Source: an optimization exercise on an open RTL-to-GDS flow (aim: small area). Production flows keep margins and buffers that such runs may drop. Only simulation tests tie the RTL to the original design; equivalence was not proved. Power is estimated from default activity; no workload was simulated.

Setup of red:
Design slave_apb, start of the top module:
module slave_apb (
                   output     [ 7 : 0 ]   prdata,
                   output                 pready,
                   output                 pslverr,
                   input                  penable,
                   input                  pwrite,
                   input                  psel,
                   input                  pclk,
                   input                  presetn,
                   input      [ 7 : 0 ]   paddr,
                   input      [ 7 : 0 ]   pwdata
                   );
  reg   [ 3 : 0 ]   cnt16;
  reg   [ 3 : 0 ]   cnt9;
  always @ ( posedge pclk ) begin
    cnt16 <= cnt16 + 4'd1;
    cnt9  <= cnt9[3] ? 4'd0 : cnt9 + 4'd1;
  end
  wire        err  = paddr > 8'd200;
  wire        hi   = paddr[7:4] == 4'd12;
  wire        m16  = paddr[3:0] == cnt16;
  wire        m9   = paddr[3:0] == cnt9;
  wire        acc  = psel & penable & pwrite & presetn;
  assign pslverr = err;
  ...
clock: 10.0 ns
lec_check: 0
cap_margin: 20
core_margin: 2
core_utilization: 65
place_density: 0.8
slew_margin: 20
standard.sh (not shown) runs the stock make flow with config.mk's settings and CLKGATE_MAP_FILE= SYNTH_SCRIPT=/design/flow/synth_recipe.tcl, a recipe that flattens the netlist after the stock synthesis.
==> flow/flow/run.sh <==
#!/bin/bash
set -euo pipefail
here=$(pwd)
python3 flow/filterlib.py "$FLOW_HOME/platforms/sky130hd/lib/sky130_fd_sc_hd__tt_025C_1v80.lib" \
  "$here/rmp.lib" 'lpflow|probe' > filterlib.log 2>&1
export RMP_LIB="$here/rmp.lib"
export RMP_DIR="$here/rmp"
export BUFFER_PORTS_ARGS="-buffer_cell sky130_fd_sc_hd__buf_1"
export POST_FLOORPLAN_TCL="$here/flow/post_floorplan.tcl"
export CTS_ARGS="-sink_clustering_enable -repair_clock_nets -dont_use_dummy_load -buf_list sky130_fd_sc_hd__clkbuf_8 -sink_clustering_size 19 -sink_clustering_max_diameter 100"
bash standard.sh finish > standard_make.log 2>&1
==> flow/flow/filterlib.py <==
import re, sys
# Copy a liberty file without the cells whose names match a pattern.
src, dst, pat = sys.argv[1], sys.argv[2], re.compile(sys.argv[3])
out, skip, depth = [], False, 0
for line in open(src):
    if not skip:
        m = re.match(r'\s*cell\s*\(\s*"?([A-Za-z0-9_]+)"?\s*\)', line)
        if m and pat.search(m.group(1)):
            skip, depth = True, 0
    if skip:
        depth += line.count('{') - line.count('}')
        if depth <= 0 and '}' in line:
            skip = False
        continue
    out.append(line)
open(dst, 'w').writelines(out)
==> flow/flow/post_floorplan.tcl <==
source [file join [file dirname [info script]] downsize.tcl]
source [file join [file dirname [info script]] restructure.tcl]
==> flow/flow/restructure.tcl <==
# Re-map the combinational logic for area with OpenROAD's restructure (ABC),
# using a copy of the library without the platform's don't-use cells.
file mkdir $::env(RMP_DIR)
restructure -liberty_file $::env(RMP_LIB) -target area \
  -tielo_port sky130_fd_sc_hd__conb_1/LO -tiehi_port sky130_fd_sc_hd__conb_1/HI \
  -work_dir $::env(RMP_DIR)
Other scripts of this flow, unchanged in this note and not shown: flow/flow/downsize.tcl, flow/flow/remap.tcl
red ended with every stage complete and zero timing, DRC or antenna violations.
diff inputs: red => blue
==> flow/flow/run.sh <==
#!/bin/bash
set -euo pipefail
here=$(pwd)
export BUFFER_PORTS_ARGS="-buffer_cell sky130_fd_sc_hd__buf_1"
export POST_FLOORPLAN_TCL="$here/flow/post_floorplan.tcl"
export CTS_ARGS="-sink_clustering_enable -repair_clock_nets -dont_use_dummy_load -buf_list sky130_fd_sc_hd__clkbuf_8 -sink_clustering_size 20 -sink_clustering_max_diameter 50"
bash standard.sh finish > standard_make.log 2>&1
==> flow/flow/post_floorplan.tcl <==
source [file join [file dirname [info script]] downsize.tcl]
source [file join [file dirname [info script]] remap.tcl]
removed: flow/flow/filterlib.py
removed: flow/flow/restructure.tcl
==> comparison <==
Sort blue and red by global-route usage asc -> top: blue. The final design instance area without fill on red is in line with that on blue. From red to blue the numbers moved as follows: multi-input combinational area share increased by 0.46 points relative to the old numbers; critical path depth decreased by 1 relative to the old numbers; first-pass GRT wire length decreased by 6800 µm relative to the old numbers.
Edits applied to the flow inputs when going from blue to green:
==> flow/flow/run.sh <==
#!/bin/bash
set -euo pipefail
here=$(pwd)
python3 flow/filterlib.py "$FLOW_HOME/platforms/sky130hd/lib/sky130_fd_sc_hd__tt_025C_1v80.lib" \
  "$here/rmp.lib" 'lpflow|probe' > filterlib.log 2>&1
export RMP_LIB="$here/rmp.lib"
export RMP_DIR="$here/rmp"
export BUFFER_PORTS_ARGS="-buffer_cell sky130_fd_sc_hd__buf_1"
export POST_FLOORPLAN_TCL="$here/flow/post_floorplan.tcl"
export CTS_ARGS="-sink_clustering_enable -repair_clock_nets -dont_use_dummy_load -buf_list sky130_fd_sc_hd__clkbuf_8 -sink_clustering_size 18 -sink_clustering_max_diameter 100"
bash standard.sh finish > standard_make.log 2>&1
==> flow/flow/filterlib.py (new file) <==
import re, sys
# Copy a liberty file without the cells whose names match a pattern.
src, dst, pat = sys.argv[1], sys.argv[2], re.compile(sys.argv[3])
out, skip, depth = [], False, 0
for line in open(src):
    if not skip:
        m = re.match(r'\s*cell\s*\(\s*"?([A-Za-z0-9_]+)"?\s*\)', line)
        if m and pat.search(m.group(1)):
            skip, depth = True, 0
    if skip:
        depth += line.count('{') - line.count('}')
        if depth <= 0 and '}' in line:
            skip = False
        continue
    out.append(line)
open(dst, 'w').writelines(out)
-- flow/flow/post_floorplan.tcl --
<<< blue, line 3
>>> green, line 3
source [file join [file dirname [info script]] restructure.tcl]
==> flow/flow/restructure.tcl (new file) <==
# Re-map the combinational logic for area with OpenROAD's restructure (ABC),
# using a copy of the library without the platform's don't-use cells.
file mkdir $::env(RMP_DIR)
restructure -liberty_file $::env(RMP_LIB) -target area \
  -tielo_port sky130_fd_sc_hd__conb_1/LO -tiehi_port sky130_fd_sc_hd__conb_1/HI \
  -work_dir $::env(RMP_DIR)
Of the two values seen for end point of the critical path, pready was produced by blue and prdata[4] by green.
| end-of-flow core utilization | green vs blue | ≈ equal |
green against blue: wire length of the first global-routing pass now larger, async set-reset flop share out of synthesis ~0 delta, total wire length now sits higher, hold slack closely matched the old numbers.
Lower post-route fraction of the period consumed by the critical path among green and blue: blue
Between green and blue, it is green whose path length in cells of the critical path is higher, by 1.
Looking at relative max-transition margin across green and blue, the one that comes out higher is blue.
Between green and blue, the difference in final instance area is negligible.
Modified inputs, orange compared to green
Settings: GPL_ROUTABILITY_DRIVEN: unset -> 0; GPL_TIMING_DRIVEN: unset -> 0.
-- flow/flow/run.sh --
<<< green, line 10
export CTS_ARGS="-sink_clustering_enable -repair_clock_nets -dont_use_dummy_load -buf_list sky130_fd_sc_hd__clkbuf_8 -sink_clustering_size 18 -sink_clustering_max_diameter 100"
>>> orange, line 10
export CTS_ARGS="-sink_clustering_enable -repair_clock_nets -dont_use_dummy_load -buf_list sky130_fd_sc_hd__clkbuf_8 -sink_clustering_size 20 -sink_clustering_max_diameter 100"
-- flow/flow/post_floorplan.tcl --
<<< green, line 2
source [file join [file dirname [info script]] remap.tcl]
>>> orange, line 2
Results
orange: all stages complete, timing, DRC and antenna checks passed
Fmax | orange vs green | orange slower
Comparing green and orange, the higher sequential share of power is on orange.
Wire length of the first global-routing pass in orange vs green: down 1600 µm
green vs orange, cell type of the slowest stage on the worst timing path: sky130_fd_sc_hd__clkbuf_2 vs sky130_fd_sc_hd__clkinv_1
Utilization: orange vs green, no meaningful difference

* * *

Starting RTL as in the previous note.
## slave_apb
module slave_apb (
                   output     [ 7 : 0 ]   prdata,
                   output                 pready,
                   output                 pslverr,
                   input                  penable,
                   input                  pwrite,
                   input                  psel,
                   input                  pclk,
                   input                  presetn,
                   input      [ 7 : 0 ]   paddr,
                   input      [ 7 : 0 ]   pwdata
                   );
  reg   [ 3 : 0 ]   cnt16;
  reg   [ 3 : 0 ]   cnt9;
  always @ ( posedge pclk ) begin
    cnt16 <= cnt16 + 4'd1;
    cnt9  <= cnt9[3] ? 4'd0 : cnt9 + 4'd1;
  end
  wire        err  = paddr > 8'd200;
  wire        hi   = paddr[7:4] == 4'd12;
  wire        m16  = paddr[3:0] == cnt16;
  wire        m9   = paddr[3:0] == cnt9;
  wire        acc  = psel & penable & pwrite & presetn;
  assign pslverr = err;
  assign pready  = presetn & ( err | ( hi ? m9 : m16 ) );
  wire  [ 7 : 0 ]   head [ 0 : 12 ];
  wire  [ 7 : 0 ]   rd   [ 0 : 12 ];
  genvar r;
  generate
    for ( r = 0; r < 13; r = r + 1 ) begin : g_ring
      localparam N = ( r < 12 ) ? 16 : 9;           
      reg   [ 8*N-1 : 0 ]   ring;
      wire                  sel  = paddr[7:4] == r;
      wire                  we   = acc & sel & ( ( r < 12 ) ? m16 : ( m9 & ~err ) );
      always @ ( posedge pclk )
        ring <= { ( we ? pwdata : ring[7:0] ), ring[8*N-1:8] };
      assign head[r] = ring[7:0];
      assign rd[r]   = {8{sel}} & ring[7:0];
    end
  endgenerate
  wire  [ 7 : 0 ]   q0 = paddr[5] ? ( paddr[4] ? head[3]  : head[2]  ) : ( paddr[4] ? head[1] : head[0] );
  ...
==> flow/config.mk <==
export PLATFORM = sky130hd
export DESIGN_NAME = slave_apb
export DESIGN_NICKNAME = slave_apb
export VERILOG_FILES = /design/flow/design.v
export SDC_FILE = /design/flow/constraint.sdc
export NUM_CORES = 4
export LEC_CHECK = 0
export CAP_MARGIN = 20
export CORE_MARGIN = 2
export CORE_UTILIZATION = 65
export PLACE_DENSITY = 0.8
export SLEW_MARGIN = 20
==> flow/constraint.sdc <==
create_clock -name core_clock -period 10.0 [get_ports {pclk}]
set_input_delay 2.0000 -clock core_clock [delete_from_list [all_inputs] [get_ports {pclk}]]
set_output_delay 2.0000 -clock core_clock [all_outputs]
set_load 0.01 [all_outputs]
==> flow/flow/run.sh <==
#!/bin/bash
set -euo pipefail
here=$(pwd)
python3 flow/filterlib.py "$FLOW_HOME/platforms/sky130hd/lib/sky130_fd_sc_hd__tt_025C_1v80.lib" \
  "$here/rmp.lib" 'lpflow|probe' > filterlib.log 2>&1
export RMP_LIB="$here/rmp.lib"
export RMP_DIR="$here/rmp"
export BUFFER_PORTS_ARGS="-buffer_cell sky130_fd_sc_hd__buf_1"
export POST_FLOORPLAN_TCL="$here/flow/post_floorplan.tcl"
export CTS_ARGS="-sink_clustering_enable -repair_clock_nets -dont_use_dummy_load -buf_list sky130_fd_sc_hd__clkbuf_8 -sink_clustering_size 18 -sink_clustering_max_diameter 100"
bash standard.sh finish > standard_make.log 2>&1
Other scripts of this flow, unchanged in this note and not shown: flow/flow/downsize.tcl, flow/flow/filterlib.py, flow/flow/post_floorplan.tcl, flow/flow/restructure.tcl
Edit:
==> flow/flow/remap.tcl (new file) <==
# Rebuild each 2:1 multiplexer that feeds a flip-flop as an AND-OR gate
# (a22o: X = S&A1 | ~S&A0) with one shared inverter per select net: the same
# function in less area.
set block [ord::get_db_block]
set db [ord::get_db]
set m_a22o [$db findMaster sky130_fd_sc_hd__a22o_1]
set m_inv  [$db findMaster sky130_fd_sc_hd__inv_1]
array set inv_of {}
set n 0
foreach inst [$block getInsts] {
  set mname [[$inst getMaster] getName]
  if {![string match "sky130_fd_sc_hd__mux2_*" $mname]} { continue }
  set x  [[$inst findITerm X] getNet]
  set s  [[$inst findITerm S] getNet]
  set a0 [[$inst findITerm A0] getNet]
  set a1 [[$inst findITerm A1] getNet]
  if {$x eq "NULL" || $s eq "NULL" || $a0 eq "NULL" || $a1 eq "NULL"} { continue }
  # only muxes whose output goes to flip-flop D pins
  set ok 1
  foreach it [$x getITerms] {
    if {[$it getInst] eq $inst} { continue }
    if {![string match "sky130_fd_sc_hd__df*" [[[$it getInst] getMaster] getName]]} { set ok 0 }
  }
  if {!$ok} { continue }
  set sname [$s getName]
  if {![info exists inv_of($sname)]} {
    set sn [odb::dbNet_create $block "${sname}_remap_n"]
    set iv [odb::dbInst_create $block $m_inv "remap_inv_[incr n]"]
    [$iv findITerm A] connect $s
    [$iv findITerm Y] connect $sn
    set inv_of($sname) $sn
  }
  set iname [$inst getName]
  foreach t {X S A0 A1} { [$inst findITerm $t] disconnect }
  odb::dbInst_destroy $inst
  set g [odb::dbInst_create $block $m_a22o $iname]
  [$g findITerm A1] connect $s
  [$g findITerm A2] connect $a1
  [$g findITerm B1] connect $inv_of($sname)
  [$g findITerm B2] connect $a0
  [$g findITerm X]  connect $x
  incr n
}
puts "remap: rebuilt [expr {$n - [array size inv_of]}] multiplexers with [array size inv_of] inverters"
Settings changed: CORE_UTILIZATION 65 to 55, PLACE_DENSITY 0.8 to 0.7.
Effect: Fmax shrinks by a few percent; global-route usage shrinks by 4.8 points; core utilization shrinks by 11 points; cell count grows by a few percent.
Edit:
Settings changed: CORE_UTILIZATION 55 to 65, GPL_ROUTABILITY_DRIVEN from default to 0, GPL_TIMING_DRIVEN from default to 0, PLACE_DENSITY 0.7 to 0.8.
Outcome: Power rises by 0.31%; synthesized area stays the same; clock skew is lower by 0.015 ns; design area came out lower by 0.42%; die area came out lower by about 15%.
Edit:
Settings changed: GPL_ROUTABILITY_DRIVEN 0 to default, GPL_TIMING_DRIVEN 0 to default.
Setup slack got worse by 0.27 ns.
Design area hardly moves.
Area after synthesis does not change.
Via count went up by a few percent.
Final cell count hardly moves.

* * *

Another version of the RTL of slave_apb (not shown whole).
Size: roughly 0.035 mm2 of cells after synthesis.
==> flow/config.mk <==
export PLATFORM = sky130hd
export DESIGN_NAME = slave_apb
export DESIGN_NICKNAME = slave_apb
export VERILOG_FILES = /design/flow/design.v
export SDC_FILE = /design/flow/constraint.sdc
export NUM_CORES = 4
export LEC_CHECK = 0
export CAP_MARGIN = 20
export CORE_MARGIN = 2
export CORE_UTILIZATION = 65
export PLACE_DENSITY = 0.8
export SLEW_MARGIN = 20
==> flow/constraint.sdc <==
create_clock -name core_clock -period 10.0 [get_ports {pclk}]
set_input_delay 2.0000 -clock core_clock [delete_from_list [all_inputs] [get_ports {pclk}]]
set_output_delay 2.0000 -clock core_clock [all_outputs]
set_load 0.01 [all_outputs]
==> flow/flow/run.sh <==
#!/bin/bash
set -euo pipefail
here=$(pwd)
export BUFFER_PORTS_ARGS="-buffer_cell sky130_fd_sc_hd__buf_1"
export POST_FLOORPLAN_TCL="$here/flow/downsize.tcl"
export CTS_ARGS="-sink_clustering_enable -repair_clock_nets -dont_use_dummy_load -buf_list sky130_fd_sc_hd__clkbuf_8 -sink_clustering_size 16 -sink_clustering_max_diameter 100"
bash standard.sh finish > standard_make.log 2>&1
==> flow/flow/downsize.tcl <==
# Swap each combinational cell that synthesis upsized for its smallest drive
# strength of the same function; repair_design and repair_timing, which run
# later in the standard flow, size back up whatever then needs it.
set n_swapped 0
foreach inst [get_cells *] {
  set cell [get_property $inst ref_name]
  if {![regexp {^(sky130_fd_sc_hd__[a-z0-9]+)_([0-9]+)$} $cell -> base size]} { continue }
  if {[regexp {df|dl|sdf|edf|clk|tap|fill|decap|diode|conb} $base]} { continue }
  set best ""
  set best_area 1e9
  foreach s {0 1 2 4} {
    set lc [get_lib_cells -quiet */${base}_$s]
    if {$lc eq ""} { continue }
    if {[get_property $lc dont_use]} { continue }
    set a [get_property $lc area]
    if {$a < $best_area} { set best_area $a; set best ${base}_$s }
  }
  if {$best ne "" && $best ne $cell && $best_area < [get_property [get_lib_cells */$cell] area]} {
    replace_cell $inst $best
    incr n_swapped
  }
}
puts "downsize: swapped $n_swapped cells"
The first run passed the timing, DRC and antenna checks.
Next try:
==> flow/flow/run.sh (replaced) <==
#!/bin/bash
set -euo pipefail
export CTS_ARGS="-sink_clustering_enable -repair_clock_nets -dont_use_dummy_load -buf_list sky130_fd_sc_hd__clkbuf_8 -sink_clustering_size 20 -sink_clustering_max_diameter 100"
bash standard.sh finish > standard_make.log 2>&1
Settings changed: CORE_UTILIZATION 65 to 45, PLACE_DENSITY 0.8 to 0.6.
removed: flow/flow/downsize.tcl
What happened: The changed run produced a clean layout; routed wire length decreases by a few percent; worst setup slack gets worse by 0.71 ns; worst hold slack is worse by 0.015 ns; cell count rose by roughly a tenth; synthesized cell count does not change; via count fell by a few percent; register-to-register slack is better by 0.17 ns.

## afterwards: timing with drivers on the ports
Ports are ideal in the flow. The routed layouts listed here were re-timed in OpenROAD.
Step 1 assumes that a clkbuf_16 drives the clock port and a buf_2 every other input.
Step 2, shift: input delay + t, output delay - t, t = (earliest + latest rising clock arrival at the registers) / 2. This alone moves slack from input paths to output paths.
Three values: ideal, step 1, step 2; two values: the first two.
run | shift t [ns] | setup slack, ns | hold slack, ns | worst setup path after step 2
red | 0.727 | 3.268 / 3.205 / 3.205 | 0.251 / 0.251 / 0.251 | input to output
blue | 0.731 | 4.226 / 4.169 / 4.169 | 0.284 / 0.284 / 0.284 | input to output
green | 0.744 | 3.007 / 2.989 / 2.989 | 0.282 / 0.282 / 0.282 | input to output
orange | 0.734 | 2.550 / 2.467 / 2.467 | 0.308 / 0.308 / 0.308 | input to output
the first run of note 2 | 0.738 | 2.852 / 2.831 / 2.831 | 0.262 / 0.262 / 0.262 | input to output
the second run of note 2 | 0.746 | 2.489 / 2.467 / 2.467 | 0.271 / 0.271 / 0.271 | input to output
the third run of note 2 | 0.735 | 3.126 / 3.080 / 3.080 | 0.308 / 0.308 / 0.308 | input to output
the fourth run of note 2 | 0.738 | 2.852 / 2.831 / 2.831 | 0.262 / 0.262 / 0.262 | input to output
the first run of note 3 | 0.740 | 2.989 / 2.897 / 2.897 | 0.295 / 0.295 / 0.295 | input to output
the second run of note 3 | 0.756 | 2.281 / 2.210 / 2.210 | 0.280 / 0.280 / 0.280 | input to output
After both steps setup and hold are still met in every run listed. The setup slack of the first run of note 3, which loses most, moves by -0.092 ns with the drivers and by -0.092 ns with both steps.
